Source: an optimization exercise on an open RTL-to-GDS flow (aim: small area). Production flows keep margins and buffers that such runs may drop. RTL that was checked went through simulation tests only; none was proved equivalent to the original. Power figures rest on the tool's default switching activity, not on a simulated workload.

==> inputs of job 8084 <==
## nasdaq_moldudp_itch
module nasdaq_moldudp_itch (
    input  wire        clk,
    input  wire        rst,
    input  wire        udp_payload_valid,
    input  wire [7:0]  udp_payload_data,
    input  wire        udp_payload_start,
    input  wire        udp_payload_end,
    output wire [79:0] session_id,
    output wire [63:0] sequence_number,
    output wire [15:0] message_count,
    output wire        session_valid,
    output wire        sequence_gap,
    output wire [31:0] gap_count,
    output wire [31:0] packet_count,
    output wire [31:0] msg_extracted,
    output wire        msg_valid,
    output wire [7:0]  msg_type,
    output wire        msg_error,
    output wire        add_order_valid,
    output wire [15:0] stock_locate,
    output wire [15:0] tracking_number,
    output wire [47:0] timestamp,
    output wire [63:0] order_ref,
    output wire        buy_sell,
    output wire [31:0] shares,
    output wire [63:0] stock_symbol,
    output wire [31:0] price,
    output wire        order_executed_valid,
    output wire [31:0] exec_shares,
    output wire [63:0] match_number,
    output wire        order_cancel_valid,
    output wire [31:0] cancel_shares,
    output wire        order_delete_valid,
    output wire        order_replace_valid,
    output wire [63:0] original_order_ref,
    output wire [63:0] new_order_ref,
    output wire [31:0] new_shares,
    output wire [31:0] new_price,
    output wire [31:0] total_messages,
    output wire [31:0] filtered_messages
);
Settings: LEC_CHECK=0, CAP_MARGIN=20, CORE_MARGIN=2, CORE_UTILIZATION=40, CTS_BUF_LIST=sky130_fd_sc_hd__clkbuf_8, CTS_CLUSTER_DIAMETER=60, CTS_CLUSTER_SIZE=16, SLEW_MARGIN=20; clock period 5.0 ns.
standard.sh (not shown) runs the stock make flow with config.mk's settings and CLKGATE_MAP_FILE= SYNTH_SCRIPT=/design/flow/synth_recipe.tcl, a recipe that flattens the netlist after the stock synthesis.
==> flow/flow/run.sh <==
#!/bin/bash
# Standard ORFS layout (the standard.sh), with two layout-only changes:
#  - port buffers use the smallest buffer cell instead of clkdlybuf4s50_1;
#  - buffers that Yosys inserted (e.g. to split nets that feed several output
#    ports) are removed at floorplan, since every port gets its own buffer anyway.
# Synthesis is the standard synthesis, unchanged.
set -euo pipefail
export BUFFER_PORTS_ARGS="-buffer_cell sky130_fd_sc_hd__buf_1"
export REMOVE_ABC_BUFFERS=1
bash standard.sh > standard_flow.log 2>&1
==> job 3916 (differences from job 8084) <==
--- a/flow/design.v
+++ b/flow/design.v
@@ -1,20 +1,19 @@
 module moldudp64_handler (
     input  wire        clk,
     input  wire        rst,
     input  wire        udp_payload_valid,
     input  wire [7:0]  udp_payload_data,
     input  wire        udp_payload_start,
     input  wire        udp_payload_end,
     output wire        itch_msg_valid,
+    output wire [7:0]  itch_msg_data,
     output wire        itch_msg_start,
     output wire        itch_msg_end,
-    output wire        itch_next_valid,
-    output wire        itch_next_start,
     output wire [79:0] session_id,
     output wire [63:0] sequence_number,
     output wire [15:0] message_count,
     output wire        session_valid,
     output wire        sequence_gap,
     output wire [31:0] gap_count,
     output wire [31:0] packet_count,
     output wire [31:0] msg_extracted
@@ -30,28 +29,29 @@
     reg [2:0]  state;
     reg [79:0] session_id_reg;
     reg [63:0] sequence_num_reg;
     reg [15:0] msg_count_reg;
     reg [63:0] expected_seq;
     reg        seq_initialized;
     reg [15:0] msg_rem;
     reg [15:0] msgs_remaining;
-    wire [3:0] header_byte_cnt = msg_rem[3:0];
+    reg [3:0]  header_byte_cnt;
     reg [31:0] pkt_count;
     reg [31:0] msg_count_stat;
     reg [31:0] gap_cnt;
     reg        out_valid;
+    reg [7:0]  out_data;
     reg        out_start;
     reg        out_end;
     reg        gap_detected;
     reg        msg_first_byte;
     wire [15:0] new_msg_count = {msg_count_reg[15:8], udp_payload_data};
     wire [15:0] new_msg_len   = {msg_rem[15:8], udp_payload_data};
-    wire        msg_last      = (msg_rem == 16'd1);
+    wire        msg_last      = (msg_rem == 16'd0);
     wire        one_left      = (msgs_remaining[15:1] == 15'd0);
     wire        count_done    = state == PARSE_MSG_COUNT && udp_payload_valid && header_byte_cnt[0];
     wire        gap_found     = count_done && seq_initialized && sequence_num_reg != expected_seq;
     wire        msg_done      = state == FORWARD_MSG_DATA && udp_payload_valid && msg_last;
     function [31:0] incr;
         input [31:0] c;
         input        inc;
         integer      i;
@@ -80,17 +80,17 @@
             pkt_count      <= incr(pkt_count, count_done);
             gap_cnt        <= incr(gap_cnt, gap_found);
             msg_count_stat <= incr(msg_count_stat, msg_done);
             case (state)
                 IDLE: begin
                     if (udp_payload_start && udp_payload_valid) begin
                         state <= PARSE_SESSION_ID;
                         session_id_reg[79:72] <= udp_payload_data;
-                        msg_rem[3:0] <= 4'd1;
+                        header_byte_cnt <= 4'd1;
                     end
                 end
                 PARSE_SESSION_ID: begin
                     if (udp_payload_valid) begin
                         case (header_byte_cnt)
                             4'd1: session_id_reg[71:64] <= udp_payload_data;
                             4'd2: session_id_reg[63:56] <= udp_payload_data;
                             4'd3: session_id_reg[55:48] <= udp_payload_data;
@@ -98,19 +98,19 @@
                             4'd5: session_id_reg[39:32] <= udp_payload_data;
                             4'd6: session_id_reg[31:24] <= udp_payload_data;
                             4'd7: session_id_reg[23:16] <= udp_payload_data;
                             4'd8: session_id_reg[15:8]  <= udp_payload_data;
                             default: session_id_reg[7:0] <= udp_payload_data;
                         endcase
                         if (header_byte_cnt == 4'd9) begin
                             state <= PARSE_SEQUENCE_NUM;
-                            msg_rem[3:0] <= 4'd0;
+                            header_byte_cnt <= 4'd0;
                         end else begin
-                            msg_rem[3:0] <= header_byte_cnt + 4'd1;
+                            header_byte_cnt <= header_byte_cnt + 4'd1;
                         end
                     end
                     if (udp_payload_end)
                         state <= ERROR_STATE;
                 end
                 PARSE_SEQUENCE_NUM: begin
                     if (udp_payload_valid) begin
                         case (header_byte_cnt[2:0])
@@ -120,80 +120,84 @@
                             3'd3: sequence_num_reg[39:32] <= udp_payload_data;
                             3'd4: sequence_num_reg[31:24] <= udp_payload_data;
                             3'd5: sequence_num_reg[23:16] <= udp_payload_data;
                             3'd6: sequence_num_reg[15:8]  <= udp_payload_data;
                             3'd7: sequence_num_reg[7:0]   <= udp_payload_data;
                         endcase
                         if (header_byte_cnt[2:0] == 3'd7) begin
                             state <= PARSE_MSG_COUNT;
-                            msg_rem[3:0] <= 4'd0;
+                            header_byte_cnt <= 4'd0;
                         end else begin
-                            msg_rem[3:0] <= header_byte_cnt + 4'd1;
+                            header_byte_cnt <= header_byte_cnt + 4'd1;
                         end
                     end
                     if (udp_payload_end)
                         state <= ERROR_STATE;
                 end
                 PARSE_MSG_COUNT: begin
                     if (udp_payload_valid) begin
                         if (!header_byte_cnt[0]) begin
                             msg_count_reg[15:8] <= udp_payload_data;
-                            msg_rem[3:0] <= 4'd1;
+                            header_byte_cnt <= 4'd1;
                         end else begin
                             msg_count_reg[7:0] <= udp_payload_data;
                             seq_initialized <= 1'b1;
                             expected_seq <= sequence_num_reg + {48'd0, new_msg_count};
                             msgs_remaining <= new_msg_count;
                             if (new_msg_count == 16'd0) begin
                                 state <= PACKET_END;
                             end else begin
                                 state <= PARSE_MSG_LEN;
-                                msg_rem[3:0] <= 4'd0;
+                                header_byte_cnt <= 4'd0;
                             end
                         end
                     end
                     if (udp_payload_end)
                         state <= ERROR_STATE;
                 end
                 PARSE_MSG_LEN: begin
                     if (udp_payload_valid) begin
                         if (!header_byte_cnt[0]) begin
                             msg_rem[15:8] <= udp_payload_data;
-                            msg_rem[3:0] <= 4'd1;
+                            header_byte_cnt <= 4'd1;
                         end else begin
-                            msg_rem <= new_msg_len;
+                            msg_rem <= new_msg_len - 16'd1;
                             if (new_msg_len == 16'd0) begin
                                 msgs_remaining <= msgs_remaining - 16'd1;
                                 if (one_left)
                                     state <= PACKET_END;
+                                else
+                                    header_byte_cnt <= 4'd0;
                             end else begin
                                 state <= FORWARD_MSG_DATA;
                                 msg_first_byte <= 1'b1;
                             end
                         end
                     end
                     if (udp_payload_end)
                         state <= ERROR_STATE;
                 end
                 FORWARD_MSG_DATA: begin
                     if (udp_payload_valid) begin
                         out_valid <= 1'b1;
+                        out_data <= udp_payload_data;
                         msg_rem <= msg_rem - 16'd1;
                         if (msg_first_byte) begin
                             out_start <= 1'b1;
                             msg_first_byte <= 1'b0;
                         end
                         if (msg_last) begin
                             out_end <= 1'b1;
                             msgs_remaining <= msgs_remaining - 16'd1;
                             if (one_left) begin
                                 state <= PACKET_END;
                             end else begin
                                 state <= PARSE_MSG_LEN;
+                                header_byte_cnt <= 4'd0;
                             end
                         end
                     end
                     if (udp_payload_end) begin
                         if (!msg_last)
                             state <= ERROR_STATE;
                         else
                             state <= IDLE;
@@ -205,38 +209,35 @@
                 end
                 default: begin
                     state <= IDLE;
                 end
             endcase
         end
     end
     assign itch_msg_valid  = out_valid;
-    assign itch_next_valid = !rst && state == FORWARD_MSG_DATA && udp_payload_valid;
-    assign itch_next_start = itch_next_valid && msg_first_byte;
+    assign itch_msg_data   = out_data;
     assign itch_msg_start  = out_start;
     assign itch_msg_end    = out_end;
     assign session_id      = session_id_reg;
     assign sequence_number = sequence_num_reg;
     assign message_count   = msg_count_reg;
     assign session_valid   = seq_initialized;
     assign sequence_gap    = gap_detected;
     assign gap_count       = gap_cnt;
     assign packet_count    = pkt_count;
     assign msg_extracted   = msg_count_stat;
 endmodule
 module nasdaq_itch_parser (
     input  wire        clk,
     input  wire        rst,
     input  wire        itch_msg_valid,
+    input  wire [7:0]  itch_msg_data,
     input  wire        itch_msg_start,
     input  wire        itch_msg_end,
-    input  wire        itch_next_valid,
-    input  wire        itch_next_start,
-    input  wire [7:0]  itch_next_data,
     output wire        msg_valid,
     output wire [7:0]  msg_type,
     output reg         msg_error,
     output wire        add_order_valid,
     output wire [15:0] stock_locate,
     output wire [15:0] tracking_number,
     output wire [47:0] timestamp,
     output wire [63:0] order_ref,
@@ -308,68 +309,66 @@
         input        inc;
         integer      i;
         begin
             incr[0] = c[0] ^ inc;
             for (i = 1; i < 32; i = i + 1)
                 incr[i] = c[i] ^ (inc & (&(c | ~((32'd1 << i) - 32'd1))));
         end
     endfunction
-    reg [1:0] next_state;
-    reg [5:0] next_counter;
-    always @(*) begin
-        next_state   = state;
-        next_counter = byte_counter;
-        case (state)
-            IDLE: begin
-                if (itch_msg_start && itch_msg_valid) begin
-                    next_counter = 6'd1;
-                    if (last_pos(current_msg_type) == 6'd0)
-                        next_state = ERROR;
-                    else
-                        next_state = COUNT_BYTES;
-                end
-            end
-            COUNT_BYTES: begin
-                if (itch_msg_valid) begin
-                    next_counter = byte_counter + 6'd1;
-                    if (last_byte)
-                        next_state = COMPLETE;
-                end
-                if (itch_msg_end && !last_byte)
-                    next_state = IDLE;
-            end
-            default: next_state = IDLE;
-        endcase
-        if (rst)
-            next_state = IDLE;
-    end
     always @(posedge clk) begin
-        state        <= next_state;
-        byte_counter <= next_counter;
         if (rst) begin
+            state                <= IDLE;
             msg_error            <= 1'b0;
             report               <= 1'b0;
             total_msg_counter    <= 32'd0;
             filtered_msg_counter <= 32'd0;
         end else begin
-            msg_error <= state == ERROR ||
-                         (state == COUNT_BYTES && itch_msg_end && !last_byte);
-            report    <= state == COMPLETE && reported_type;
+            msg_error <= 1'b0;
+            report    <= 1'b0;
             total_msg_counter    <= incr(total_msg_counter, state == COMPLETE);
             filtered_msg_counter <= incr(filtered_msg_counter, state == COMPLETE && reported_type);
+            case (state)
+                IDLE: begin
+                    if (itch_msg_start && itch_msg_valid) begin
+                        current_msg_type <= itch_msg_data;
+                        byte_counter     <= 6'd1;
+                        if (last_pos(itch_msg_data) == 6'd0)
+                            state <= ERROR;
+                        else
+                            state <= COUNT_BYTES;
+                    end
+                end
+                COUNT_BYTES: begin
+                    if (itch_msg_valid) begin
+                        byte_counter <= byte_counter + 6'd1;
+                        if (last_byte)
+                            state <= COMPLETE;
+                    end
+                    if (itch_msg_end && !last_byte) begin
+                        msg_error <= 1'b1;
+                        state <= IDLE;
+                    end
+                end
+                COMPLETE: begin
+                    report <= reported_type;
+                    state <= IDLE;
+                end
+                default: begin
+                    msg_error <= 1'b1;
+                    state <= IDLE;
+                end
+            endcase
         end
     end
     always @(posedge clk) begin
-        if (next_state == IDLE && itch_next_start)
-            current_msg_type <= itch_next_data;
-        if (next_state == COUNT_BYTES && itch_next_valid) begin
+        if (state == COUNT_BYTES && itch_msg_valid) begin
             for (k = 1; k <= 35; k = k + 1)
-                if (next_counter == k)
-                    msg_buf[8*k-1 -: 8] <= itch_next_data;
+                if (byte_counter == k)
+                    msg_buf[8*k-1 -: 8] <= itch_msg_data;
         end
     end
     assign msg_valid            = report;
     assign add_order_valid      = report & is_a;
     assign order_executed_valid = report & is_e;
     assign order_cancel_valid   = report & is_x;
     assign order_delete_valid   = report & is_d;
     assign order_replace_valid  = report & is_u;
@@ -429,48 +428,44 @@
     output wire [63:0] original_order_ref,
     output wire [63:0] new_order_ref,
     output wire [31:0] new_shares,
     output wire [31:0] new_price,
     output wire [31:0] total_messages,
     output wire [31:0] filtered_messages
 );
     wire       mold_itch_valid;
-    wire       mold_next_valid;
-    wire       mold_next_start;
+    wire [7:0] mold_itch_data;
     wire       mold_itch_start;
     wire       mold_itch_end;
     moldudp64_handler moldudp64_inst (
         .clk               (clk),
         .rst               (rst),
         .udp_payload_valid (udp_payload_valid),
         .udp_payload_data  (udp_payload_data),
         .udp_payload_start (udp_payload_start),
         .udp_payload_end   (udp_payload_end),
         .itch_msg_valid    (mold_itch_valid),
-        .itch_next_valid   (mold_next_valid),
-        .itch_next_start   (mold_next_start),
+        .itch_msg_data     (mold_itch_data),
         .itch_msg_start    (mold_itch_start),
         .itch_msg_end      (mold_itch_end),
         .session_id        (session_id),
         .sequence_number   (sequence_number),
         .message_count     (message_count),
         .session_valid     (session_valid),
         .sequence_gap      (sequence_gap),
         .gap_count         (gap_count),
         .packet_count      (packet_count),
         .msg_extracted     (msg_extracted)
     );
     nasdaq_itch_parser nasdaq_itch_inst (
         .clk                  (clk),
         .rst                  (rst),
         .itch_msg_valid       (mold_itch_valid),
-        .itch_next_valid      (mold_next_valid),
-        .itch_next_start      (mold_next_start),
-        .itch_next_data       (udp_payload_data),
+        .itch_msg_data        (mold_itch_data),
         .itch_msg_start       (mold_itch_start),
         .itch_msg_end         (mold_itch_end),
         .msg_valid            (msg_valid),
         .msg_type             (msg_type),
         .msg_error            (msg_error),
         .add_order_valid      (add_order_valid),
         .stock_locate         (stock_locate),
         .tracking_number      (tracking_number),
==> flow/config.mk (replaced) <==
export PLATFORM = sky130hd
export DESIGN_NAME = nasdaq_moldudp_itch
export DESIGN_NICKNAME = nasdaq_moldudp_itch
export VERILOG_FILES = /design/flow/design.v
export SDC_FILE = /design/flow/constraint.sdc
export NUM_CORES = 4
export LEC_CHECK = 0
export CAP_MARGIN = 20
export CORE_MARGIN = 2
export CORE_UTILIZATION = 40
export CTS_BUF_LIST = sky130_fd_sc_hd__clkbuf_4
export SLEW_MARGIN = 20
==> results.txt <==
quantity	job 3916	job 8084
Growth of design area from synthesis to finish	15.93%	12.22%
Via count of the first global-routing pass	22,140	19,380
Non-clock buffer count in the final layout	977	975
Total net switching power	3.066 mW	2.432 mW
Number of rows in the core area	103	101
Net count reported at finish	3,368	3,119
Fraction of the mapped netlist area in compound gates	3.832%	3.651%
Start of the worst register-to-register path	moldudp64_inst.msg_rem[0]	nasdaq_itch_inst.current_msg_type[1]
Combined area of all synthesized cells	0.03174 mm²	0.03074 mm²
Avg Synthesized Cell Area	12.58 µm²	12.78 µm²
Vias post-DR	23,510	21,630
Ant diodes	2	4
Crit path buffers/inverters	1	0
Critical Path Stages	4	8
Post-Synth Adder-Cell Area	1.522%	1.408%
Reg2reg end	moldudp64_inst.state[1]	nasdaq_itch_inst.msg_buf[143]
Drt wl/cell	28.92 µm	28.72 µm
Multi-input gate area in the final layout	0.008657 mm²	0.008071 mm²
CP Data Arrival Time	2.95 ns	4.82 ns
Crit Path Class	reg -> out	reg -> reg
Number of ordinary inverters in the final layout	37	41
Outcome	timing/DRC/antenna clean	timing/DRC/antenna clean
Leakage component of the power	12.39 nW	10.97 nW
P_comb	0.453 mW	0.367 mW
For job 3916, only the layout was checked, not whether the RTL still works.

[port drivers added, routing unchanged]
Ports are ideal in the flow. The routed layouts listed here were re-timed in OpenROAD. Step 1: set_driving_cell puts a clkbuf_16 on clk and a buf_2 on each other input, an assumption about the parent block. Step 2 times the ports against the registers' clock, not the clock port: input delays grow and output delays shrink by t, the midpoint of the rising clock arrivals with the driver on. a / b / c = no drivers / after step 1 / after step 2; a / b = the first two.
run | t (ns) | slack for setup (ns) | hold slack, ns | worst register clock-pin slew, ns | worst data-port slew with drivers (ns)
job 8084 | 0.772 | 0.536 / 0.536 / 0.536 | 0.499 / 0.499 / 0.499 | 0.11 / 0.11 | 0.11
job 3916 | 1.062 | 1.051 / 0.994 / 0.960 | 0.352 / 0.346 / 0.496 | 0.08 / 0.08 | 0.09
After both steps every run listed still meets setup and hold. For job 3916, which loses most, drivers alone change the setup slack by -0.057 ns; drivers and shift together by -0.091 ns.
